This is an optimization exercise on Yosys and OpenROAD, whose aim is small area, not a production implementation.
RTL that was checked went through simulation tests only; none was proved equivalent to the original.
Power figures rest on the tool's default switching activity, not on a simulated workload.

indigo:
==> flow/design.v (excerpt) <==
module systolic
#
(
    parameter   D_W  = 8,  
    parameter   D_W_ACC = 16,  
    parameter   N   = 8,
    parameter   M   = 16
)
(
    input   wire                                        clk,
    input   wire                                        rst,
    input   wire                                        enable_row_count_A,
    output  wire    [$clog2(M)-1:0]                     pixel_cntr_A,
    output  wire    [($clog2(M/N)?$clog2(M/N):1)-1:0]   slice_cntr_A,
    output  wire    [($clog2(M/N)?$clog2(M/N):1)-1:0]   pixel_cntr_B,
    output  wire    [$clog2(M)-1:0]                     slice_cntr_B,
    output  wire    [$clog2((M*M)/N)-1:0]               rd_addr_A,
    output  wire    [$clog2((M*M)/N)-1:0]               rd_addr_B,
    input   wire    [N*D_W-1:0]                         A,  
    input   wire    [N*D_W-1:0]                         B,  
    output  wire    [N*N*D_W_ACC-1:0]                   D,  
    output  wire    [N*N-1:0]                           valid_D  
);
wire wrap;
control control_inst
  (
    .clk                  (clk),
    .rst                  (rst),
    .enable_row_count     (enable_row_count_A),
    .pixel_cntr_A         (pixel_cntr_A),
    .slice_cntr_A         (slice_cntr_A),
    .pixel_cntr_B         (pixel_cntr_B),
    .slice_cntr_B         (slice_cntr_B),
    .rd_addr_A            (rd_addr_A),
    .rd_addr_B            (rd_addr_B),
    .wrap                 (wrap)
  );
reg        was15;
reg [15:0] chain;    
reg [14:0] clr;
always @(posedge clk) begin
  was15       <= wrap;
  chain[0]    <= (pixel_cntr_A == 4'd0) && was15;
  chain[15:1] <= rst ? 15'd0 : chain[14:0];
  ...
clock: 7.0 ns
lec_check: 0
cap_margin: 20
core_margin: 2
core_utilization: 40
cts_buf_list: sky130_fd_sc_hd__clkbuf_8
cts_cluster_size: 20
gpl_timing_driven: 0
slew_margin: 20
synth_hierarchical: 1
synth_minimum_keep_size: 0
standard.sh (not shown) runs the stock make flow with config.mk's settings and CLKGATE_MAP_FILE= SYNTH_SCRIPT=/design/flow/synth_recipe.tcl, a recipe that flattens the netlist after the stock synthesis.
==> flow/flow/run.sh <==
#!/bin/bash
# Standard layout, with the port buffers made from the smallest buffer cell
# instead of the flow's default choice.
set -e
cp standard.sh standard_sh_copy.log
cp synth_recipe.tcl synth_recipe_copy.log
cp config.mk config_mk_copy.log
export BUFFER_PORTS_ARGS="-buffer_cell sky130_fd_sc_hd__buf_1"
bash standard.sh > standard.log 2>&1
diff inputs: indigo => zinc
- CORE_UTILIZATION: 40 -> 55
- CTS_CLUSTER_SIZE: 20 -> unset
- CTS_BUF_LIST: sky130_fd_sc_hd__clkbuf_8 -> unset
==> flow/flow/run.sh <==
#!/bin/bash
# Standard layout (the standard.sh) with these changes:
#  - the port buffers are made from the smallest buffer cell;
#  - the buffers synthesis leaves on the nets between processing elements
#    are removed at floorplan (placement here is not timing-driven, which is
#    where the standard flow would remove them);
#  - clock tree: larger sink clusters and no dummy loads.
set -e
export BUFFER_PORTS_ARGS="-buffer_cell sky130_fd_sc_hd__buf_1"
export REMOVE_ABC_BUFFERS=1
export CTS_ARGS="-sink_clustering_enable -repair_clock_nets -sink_clustering_size 28 -sink_clustering_max_diameter 130 -dont_use_dummy_load"
bash standard.sh > standard.log 2>&1
Notes after the runs:
- Looking at effective utilization at floorplan, zinc sits 15 points above indigo.
- zinc and indigo ended up with roughly the same number of nets with antenna violations after routing.
- Per the comparison of zinc with indigo, non-clock buffer count in the final layout -48%; clock-pin slew reported for the worst setup and hold paths after clock tree synthesis rose by 40 ps.
- In zinc, the relative area of non-clock buffer cells in the final design came out 2.4 points below the value in indigo.
- On number of cell instances on the worst register-to-register path: zinc sits above indigo.
- Summed area of non-filler cells in the final layout shrinks by a little under 10% when moving from indigo to zinc.
- The lower critical path buffer and inverter count of zinc and indigo is in indigo.
Input changes introduced in raven (baseline for comparison: zinc):
- removing GPL_TIMING_DRIVEN (formerly 0)
- changing CORE_UTILIZATION from 55 to 40
==> flow/run.sh (new file) <==
#!/bin/bash
# synth_recipe.tcl (not shown) runs the flow's synth.tcl, then flattens the netlist and writes it again
# the make line also repeats each setting of config.mk as NAME=value (left out here)
make -C /OpenROAD-flow-scripts/flow DESIGN_CONFIG=/design/flow/config.mk WORK_HOME=/design/flow/orfs CLKGATE_MAP_FILE= SYNTH_SCRIPT=/design/flow/synth_recipe.tcl finish
removed: flow/flow/run.sh
removed: flow/standard.sh
Notes after the runs:
- In the metrics for raven and zinc, the one carrying the lower number of nets in the layout is zinc.
- [raven] number of filler cells placed in the layout rose 11652 relative to zinc
- raven ended with more number of global-route vias before repair than zinc.
- zinc -> raven: wire length increased by more than 10%
- Power, raven vs zinc: up by more than a quarter
- Of raven and zinc, it is raven that has the lower sequential share of layout area.
The inputs of cedar differ from those of raven as listed below.
- an added GPL_TIMING_DRIVEN of 0
- an added CTS_CLUSTER_DIAMETER of 120
- an added CTS_CLUSTER_SIZE of 25
==> flow/flow/run.sh (new file) <==
#!/bin/bash
# Standard layout, with two changes: the port buffers are made from the
# smallest buffer cell, and the buffers synthesis leaves on the nets between
# processing elements are removed at floorplan (placement here is not
# timing-driven, which is where the standard flow would remove them).
set -e
export BUFFER_PORTS_ARGS="-buffer_cell sky130_fd_sc_hd__buf_1"
export REMOVE_ABC_BUFFERS=1
bash standard.sh > standard.log 2>&1
==> flow/standard.sh (new file) <==
#!/bin/bash
# synth_recipe.tcl (not shown) runs the flow's synth.tcl, then flattens the netlist and writes it again
# the make line also repeats each setting of config.mk as NAME=value (left out here)
make -C /OpenROAD-flow-scripts/flow DESIGN_CONFIG=/design/flow/config.mk WORK_HOME=/design/flow/orfs CLKGATE_MAP_FILE= SYNTH_SCRIPT=/design/flow/synth_recipe.tcl "${@:-finish}"
removed: flow/run.sh
Results
As far as floorplan die area goes, raven and cedar are indistinguishable; the numbers are identical. On critical path required time, cedar and raven are basically level. cedar: fraction of power consumed by sequential logic 7.5 points above raven. Filler-free cell count of the finished design shrinks by a few percent when moving from raven to cedar. Wire length of the first global-routing pass on cedar is down relative to raven. Re first-iteration DRC count: cedar and raven aren't equal, and the lower value belongs to cedar. For the critical path depth, cedar came in 2 higher than raven did. On transition at the pin with the smallest max-transition slack, cedar and raven are neck and neck. Between raven and cedar, fraction of met3 tracks used by global routing decreased.
Modified inputs, xenon compared to cedar
- CORE_UTILIZATION: 40 -> 55
==> flow/flow/run.sh <==
#!/bin/bash
# Standard layout (the standard.sh) with these changes:
#  - the port buffers are made from the smallest buffer cell;
#  - the buffers synthesis leaves on the nets between processing elements
#    are removed at floorplan (placement here is not timing-driven, which is
#    where the standard flow would remove them);
#  - clock tree: larger sink clusters and no dummy loads.
set -e
export BUFFER_PORTS_ARGS="-buffer_cell sky130_fd_sc_hd__buf_1"
export REMOVE_ABC_BUFFERS=1
export CTS_ARGS="-sink_clustering_enable -repair_clock_nets -sink_clustering_size 25 -sink_clustering_max_diameter 120 -dont_use_dummy_load"
bash standard.sh > standard.log 2>&1
==> summary.txt <==
xenon ended with every stage complete and zero timing, DRC or antenna violations. Combinational group share of total power for xenon is higher than for cedar. Compared with cedar, in xenon number of iterations in the first detailed-routing pass held, cell count lost about 7%, final area shows a reduction of 2700 µm², number of non-clock buffers comparable, register-to-register slack decreased by 80 ps relative to the old numbers. xenon against cedar; area of the die is down by more than a quarter. Comparing the two runs side by side, xenon comes out ahead of cedar on hold slack. xenon vs cedar, overall fraction of global-route tracks in use went up by 7.9 points.
Inputs modified between xenon and quartz:
- clearing CTS_CLUSTER_SIZE, which used to be 25
- clearing CTS_CLUSTER_DIAMETER, which used to be 120
- swapping 55 for 40 in CORE_UTILIZATION
- putting PLACE_DENSITY at 0.8 where nothing was set
## What came out
Per the comparison of quartz with xenon, clock skew went up by 39 ps, internal power summed over all cells went up by 1.2%.
Diff xenon..quartz | sequential cell count | unchanged
Taking xenon as the reference, in quartz basic-gate share of the synthesized area counting and, or, nand and nor cells did not really move; non-clock buffer count in the final layout did not really move.


Setup of yarrow:
systolic again, from the RTL that the note above started with.
Settings: LEC_CHECK=0, CAP_MARGIN=20, CORE_MARGIN=2, CORE_UTILIZATION=55, GPL_ROUTABILITY_DRIVEN=0, GPL_TIMING_DRIVEN=0, SLEW_MARGIN=20, SYNTH_HIERARCHICAL=1, SYNTH_MINIMUM_KEEP_SIZE=0; clock period 7.0 ns.
==> flow/flow/run.sh <==
#!/bin/bash
# Standard layout (the standard.sh) with these changes:
#  - the port buffers are made from the smallest buffer cell;
#  - the buffers synthesis leaves on the nets between processing elements
#    are removed at floorplan (placement here is not timing-driven, which is
#    where the standard flow would remove them);
#  - clock tree: larger sink clusters and no dummy loads.
set -e
export BUFFER_PORTS_ARGS="-buffer_cell sky130_fd_sc_hd__buf_1"
export REMOVE_ABC_BUFFERS=1
export CTS_ARGS="-sink_clustering_enable -repair_clock_nets -sink_clustering_size 25 -sink_clustering_max_diameter 120 -dont_use_dummy_load"
bash standard.sh > standard.log 2>&1
Per the final summary, yarrow finished and its layout is clean on timing, DRC and antenna.
Here is what was changed in the inputs of ember compared with yarrow.
# yarrow
export LEC_CHECK = 0
export CAP_MARGIN = 20
export CORE_MARGIN = 2
export CORE_UTILIZATION = 55
export GPL_ROUTABILITY_DRIVEN = 0
export GPL_TIMING_DRIVEN = 0
export SLEW_MARGIN = 20
export SYNTH_HIERARCHICAL = 1
export SYNTH_MINIMUM_KEEP_SIZE = 0
create_clock -name core_clock -period 7.0 [get_ports {clk}]
# ember
export LEC_CHECK = 0
export CAP_MARGIN = 20
export CORE_MARGIN = 2
export CORE_UTILIZATION = 40
export SLEW_MARGIN = 20
export SYNTH_HIERARCHICAL = 1
export SYNTH_MINIMUM_KEEP_SIZE = 0
create_clock -name core_clock -period 7.0 [get_ports {clk}]
==> flow/flow/run.sh <==
#!/bin/bash
# Standard layout, with the port buffers made from the smallest buffer cell
# instead of the flow's default choice.
set -e
cp standard.sh standard_sh_copy.log
cp synth_recipe.tcl synth_recipe_copy.log
cp config.mk config_mk_copy.log
export BUFFER_PORTS_ARGS="-buffer_cell sky130_fd_sc_hd__buf_1"
bash standard.sh > standard.log 2>&1
[summary]
ember | status: complete | timing, DRC, antenna: pass. ember -> yarrow: flip-flop and latch count delta 0, exact match. On minimum hold slack: between ember and yarrow, it ends up higher for yarrow. Compared to yarrow, ember has cell area after layout 0.011 sq mm higher. A slowest cell on the critical path of dfxtp_1 is what ember shows, while dfxtp_4 belongs to yarrow.
## Diff of input files: maple against ember
# ember
export LEC_CHECK = 0
export CAP_MARGIN = 20
export CORE_MARGIN = 2
export CORE_UTILIZATION = 40
export SLEW_MARGIN = 20
export SYNTH_HIERARCHICAL = 1
export SYNTH_MINIMUM_KEEP_SIZE = 0
create_clock -name core_clock -period 7.0 [get_ports {clk}]
# maple
export LEC_CHECK = 0
export CAP_MARGIN = 20
export CORE_MARGIN = 2
export CORE_UTILIZATION = 55
export GPL_TIMING_DRIVEN = 0
export SLEW_MARGIN = 20
export SYNTH_HIERARCHICAL = 1
export SYNTH_MINIMUM_KEEP_SIZE = 0
create_clock -name core_clock -period 7.0 [get_ports {clk}]
==> flow/flow/run.sh <==
#!/bin/bash
# Standard layout (the standard.sh) with these changes:
#  - the port buffers are made from the smallest buffer cell;
#  - the buffers synthesis leaves on the nets between processing elements
#    are removed at floorplan (placement here is not timing-driven, which is
#    where the standard flow would remove them);
#  - clock tree: larger sink clusters and no dummy loads.
set -e
export BUFFER_PORTS_ARGS="-buffer_cell sky130_fd_sc_hd__buf_1"
export REMOVE_ABC_BUFFERS=1
export CTS_ARGS="-sink_clustering_enable -repair_clock_nets -sink_clustering_size 25 -sink_clustering_max_diameter 120 -dont_use_dummy_load"
bash standard.sh > standard.log 2>&1
[summary]
Final net count ends up lower on maple. Comparing maple and ember, clock skew is lower on ember. The fraction of power consumed by combinational cells in maple sits 6.3 points above the value recorded for ember. Re arrival time at the worst endpoint: maple and ember aren't equal, and the higher value belongs to maple.
--- input diff maple..fjord ---
# maple
export LEC_CHECK = 0
export CAP_MARGIN = 20
export CORE_MARGIN = 2
export CORE_UTILIZATION = 55
export GPL_TIMING_DRIVEN = 0
export SLEW_MARGIN = 20
export SYNTH_HIERARCHICAL = 1
export SYNTH_MINIMUM_KEEP_SIZE = 0
create_clock -name core_clock -period 7.0 [get_ports {clk}]
# fjord
export LEC_CHECK = 0
export CAP_MARGIN = 20
export CORE_MARGIN = 2
export CORE_UTILIZATION = 40
export CTS_CLUSTER_DIAMETER = 130
export CTS_CLUSTER_SIZE = 28
export GPL_TIMING_DRIVEN = 0
export SLEW_MARGIN = 20
export SYNTH_HIERARCHICAL = 1
export SYNTH_MINIMUM_KEEP_SIZE = 0
create_clock -name core_clock -period 7.0 [get_ports {clk}]
==> flow/flow/run.sh <==
#!/bin/bash
# Standard layout, with two changes: the port buffers are made from the
# smallest buffer cell, and the buffers synthesis leaves on the nets between
# processing elements are removed at floorplan (placement here is not
# timing-driven, which is where the standard flow would remove them).
set -e
export BUFFER_PORTS_ARGS="-buffer_cell sky130_fd_sc_hd__buf_1"
export REMOVE_ABC_BUFFERS=1
bash standard.sh > standard.log 2>&1
==> comparison <==
- | clock insertion delay at the later pin of the skew report | maple vs fjord | ≈ equal |
- fjord vs. maple: summed area of non-filler cells in the final layout has increased, worst setup slack after layout has increased, die footprint has increased.


Another version of the RTL of systolic (not shown whole).
For scale: roughly 160000 um2 of cells after synthesis.
export LEC_CHECK = 0
export CAP_MARGIN = 20
export CORE_MARGIN = 2
export CORE_UTILIZATION = 40
export GPL_TIMING_DRIVEN = 0
export PLACE_DENSITY = 0.8
export SLEW_MARGIN = 20
export SYNTH_HIERARCHICAL = 1
export SYNTH_MINIMUM_KEEP_SIZE = 0
create_clock -name core_clock -period 7.0 [get_ports {clk}]
==> flow/flow/run.sh <==
#!/bin/bash
# Standard layout (the standard.sh) with these changes:
#  - the port buffers are made from the smallest buffer cell;
#  - the buffers synthesis leaves on the nets between processing elements
#    are removed at floorplan (placement here is not timing-driven, which is
#    where the standard flow would remove them);
#  - clock tree: larger sink clusters and no dummy loads.
set -e
export BUFFER_PORTS_ARGS="-buffer_cell sky130_fd_sc_hd__buf_1"
export REMOVE_ABC_BUFFERS=1
export CTS_ARGS="-sink_clustering_enable -repair_clock_nets -sink_clustering_size 25 -sink_clustering_max_diameter 120 -dont_use_dummy_load"
bash standard.sh > standard.log 2>&1
==> next run, changes <==
==> flow/flow/run.sh (replaced) <==
#!/bin/bash
# Standard layout, with the port buffers made from the smallest buffer cell
# instead of the flow's default choice.
set -e
cp standard.sh standard_sh_copy.log
cp synth_recipe.tcl synth_recipe_copy.log
cp config.mk config_mk_copy.log
export BUFFER_PORTS_ARGS="-buffer_cell sky130_fd_sc_hd__buf_1"
bash standard.sh > standard.log 2>&1
--- a/flow/config.mk
+++ b/flow/config.mk
@@ -9,6 +9,4 @@
 export CORE_MARGIN = 2
 export CORE_UTILIZATION = 40
-export GPL_TIMING_DRIVEN = 0
-export PLACE_DENSITY = 0.8
 export SLEW_MARGIN = 20
 export SYNTH_HIERARCHICAL = 1
The changed run completed without violations. Total power grows by 21%. Via count hardly moves. Sequential cell count is unchanged. Cell area climbs by 6.0%. First-iteration DRC count shrinks by 5.6%.
Function was not checked in any run of this note: the RTL went through the layout flow alone.


Setup of JK:
RTL: one of the versions met above, not the one the previous note started from.
Size: about 14000 cells after synthesis, ~1200 I/O pins, roughly 0.16 sq mm of cells after synthesis.
## systolic
module systolic
#
(
    parameter   D_W  = 8,  
    parameter   D_W_ACC = 16,  
    parameter   N   = 8,
    parameter   M   = 16
)
(
    input   wire                                        clk,
    input   wire                                        rst,
    input   wire                                        enable_row_count_A,
    output  wire    [$clog2(M)-1:0]                     pixel_cntr_A,
    output  wire    [($clog2(M/N)?$clog2(M/N):1)-1:0]   slice_cntr_A,
    output  wire    [($clog2(M/N)?$clog2(M/N):1)-1:0]   pixel_cntr_B,
    output  wire    [$clog2(M)-1:0]                     slice_cntr_B,
    output  wire    [$clog2((M*M)/N)-1:0]               rd_addr_A,
    output  wire    [$clog2((M*M)/N)-1:0]               rd_addr_B,
    input   wire    [N*D_W-1:0]                         A,  
    input   wire    [N*D_W-1:0]                         B,  
    output  wire    [N*N*D_W_ACC-1:0]                   D,  
    output  wire    [N*N-1:0]                           valid_D  
);
wire wrap;
control control_inst
  (
    .clk                  (clk),
    .rst                  (rst),
    .enable_row_count     (enable_row_count_A),
    .pixel_cntr_A         (pixel_cntr_A),
    .slice_cntr_A         (slice_cntr_A),
    .pixel_cntr_B         (pixel_cntr_B),
    .slice_cntr_B         (slice_cntr_B),
    .rd_addr_A            (rd_addr_A),
    .rd_addr_B            (rd_addr_B),
    .wrap                 (wrap)
  );
reg        was15;
reg [15:0] chain;    
reg [14:0] clr;
always @(posedge clk) begin
  was15       <= wrap;
  chain[0]    <= (pixel_cntr_A == 4'd0) && was15;
  chain[15:1] <= rst ? 15'd0 : chain[14:0];
  clr         <= rst ? 15'h7fff : chain[14:0];
end
wire [D_W-1:0] fa [N-1:0][N:0];
wire [D_W-1:0] fb [N:0][N-1:0];
genvar i, j;
generate
  for (i = 0; i < N; i = i + 1) begin : g_in
    assign fa[i][0] = rst ? {D_W{1'b1}} : ~A[i*D_W +: D_W];
    assign fb[0][i] = rst ? {D_W{1'b1}} : ~B[i*D_W +: D_W];
  end
  for (i = 0; i < N; i = i + 1) begin : g_row
    for (j = 0; j < N; j = j + 1) begin : g_col
      assign valid_D[i*N+j] = chain[i+j+1];
      pe pe_v
      (
        .clk    (clk),
        .clr    (clr[i+j]),
        .in_a_n (fa[i][j]),
  ...
clock: 7.0 ns
lec_check: 0
cap_margin: 20
core_margin: 2
core_utilization: 40
gpl_timing_driven: 0
slew_margin: 20
synth_hierarchical: 1
synth_minimum_keep_size: 0
==> flow/flow/run.sh <==
#!/bin/bash
# Standard layout, with two changes: the port buffers are made from the
# smallest buffer cell, and the buffers synthesis leaves on the nets between
# processing elements are removed at floorplan (placement here is not
# timing-driven, which is where the standard flow would remove them).
set -e
export BUFFER_PORTS_ARGS="-buffer_cell sky130_fd_sc_hd__buf_1"
export REMOVE_ABC_BUFFERS=1
bash standard.sh > standard.log 2>&1
JK finished every step from synthesis to the final layout, and the layout passed the timing, design-rule and antenna checks.
diff inputs: JK => MS
- CTS_CLUSTER_SIZE: unset -> 25
- CTS_CLUSTER_DIAMETER: unset -> 120
==> flow/flow/run.sh <==
#!/bin/bash
# Standard layout (the standard.sh) with these changes:
#  - the port buffers are made from the smallest buffer cell;
#  - the buffers synthesis leaves on the nets between processing elements
#    are removed at floorplan (placement here is not timing-driven, which is
#    where the standard flow would remove them);
#  - clock tree: larger sink clusters and no dummy loads.
set -e
export BUFFER_PORTS_ARGS="-buffer_cell sky130_fd_sc_hd__buf_1"
export REMOVE_ABC_BUFFERS=1
export CTS_ARGS="-sink_clustering_enable -repair_clock_nets -sink_clustering_size 25 -sink_clustering_max_diameter 120 -dont_use_dummy_load"
bash standard.sh > standard.log 2>&1
Synthesis-to-layout area growth ends up higher on JK. In terms of buffer and inverter count on the worst path, MS and JK differ only marginally. Changes observed in MS relative to JK: leakage power dropped 3.9%; part of the total power dissipated in combinational logic climbed 6.5 points. [compare] base=JK new=MS: switching power total fell by 1800 uW; worst setup slack fell by 0.030 ns; diode insertion count for antenna repair rose by 2.
What AL does differently from MS at the input level:
- a deleted GPL_TIMING_DRIVEN that had been 0
==> flow/flow/run.sh <==
#!/bin/bash
# Standard layout, with the port buffers made from the smallest buffer cell
# instead of the flow's default choice.
set -e
cp standard.sh standard_sh_copy.log
cp synth_recipe.tcl synth_recipe_copy.log
cp config.mk config_mk_copy.log
export BUFFER_PORTS_ARGS="-buffer_cell sky130_fd_sc_hd__buf_1"
bash standard.sh > standard.log 2>&1
==> comparison <==
- The run with more setup slack is AL; MS has less.
- Cell with the largest stage delay on the worst path = sky130_fd_sc_hd__dfxtp_4: MS; cell with the largest stage delay on the worst path = sky130_fd_sc_hd__dfxtp_1: AL
- Taking MS as the reference, in AL sequential power share saw a decrease; critical path depth saw a decrease; non-clock buffer count saw an increase.

==> separate check: timing with driven ports <==
The results above use ideal ports. As a check the final layouts listed here were re-extracted and re-timed, cells and wires unchanged.
Step 1, drivers: a clkbuf_16 drives clk and a buf_2 each remaining input, both assumed.
Step 2, shift: input delay + t, output delay - t, t = (earliest + latest rising clock arrival at the registers) / 2. This alone moves slack from input paths to output paths.
a / b / c = ideal ports / drivers / drivers and shift; a / b = the first two.
| run | t, ns | slack for setup (ns) | worst hold slack (ns) |
|---|---|---|---|
| indigo | 1.198 | 0.323 / 0.323 / 0.323 | 0.301 / 0.301 / 0.301 |
| zinc | 0.961 | 0.267 / 0.267 / 0.267 | 0.442 / 0.442 / 0.442 |
| raven | 1.012 | 0.651 / 0.651 / 0.651 | 0.401 / 0.401 / 0.401 |
| cedar | 0.998 | 0.352 / 0.352 / 0.352 | 0.412 / 0.412 / 0.412 |
| xenon | 0.993 | 0.269 / 0.269 / 0.269 | 0.443 / 0.443 / 0.443 |
| quartz | 0.960 | 0.212 / 0.212 / 0.212 | 0.436 / 0.436 / 0.436 |
| yarrow | 0.971 | 0.312 / 0.312 / 0.312 | 0.434 / 0.434 / 0.434 |
| ember | 1.011 | 0.574 / 0.574 / 0.574 | 0.408 / 0.408 / 0.408 |
| maple | 0.993 | 0.269 / 0.269 / 0.269 | 0.443 / 0.443 / 0.443 |
| fjord | 0.988 | 0.414 / 0.414 / 0.414 | 0.408 / 0.408 / 0.408 |
| the first run of note 3 | 0.951 | 0.114 / 0.114 / 0.114 | 0.418 / 0.418 / 0.418 |
| the second run of note 3 | 1.009 | 0.311 / 0.311 / 0.311 | 0.390 / 0.390 / 0.390 |
| JK | 0.995 | 0.364 / 0.364 / 0.364 | 0.421 / 0.421 / 0.421 |
| MS | 0.972 | 0.334 / 0.334 / 0.334 | 0.388 / 0.388 / 0.388 |
| AL | 1.023 | 0.533 / 0.533 / 0.533 | 0.421 / 0.421 / 0.421 |
After both steps every run listed still meets setup and hold.
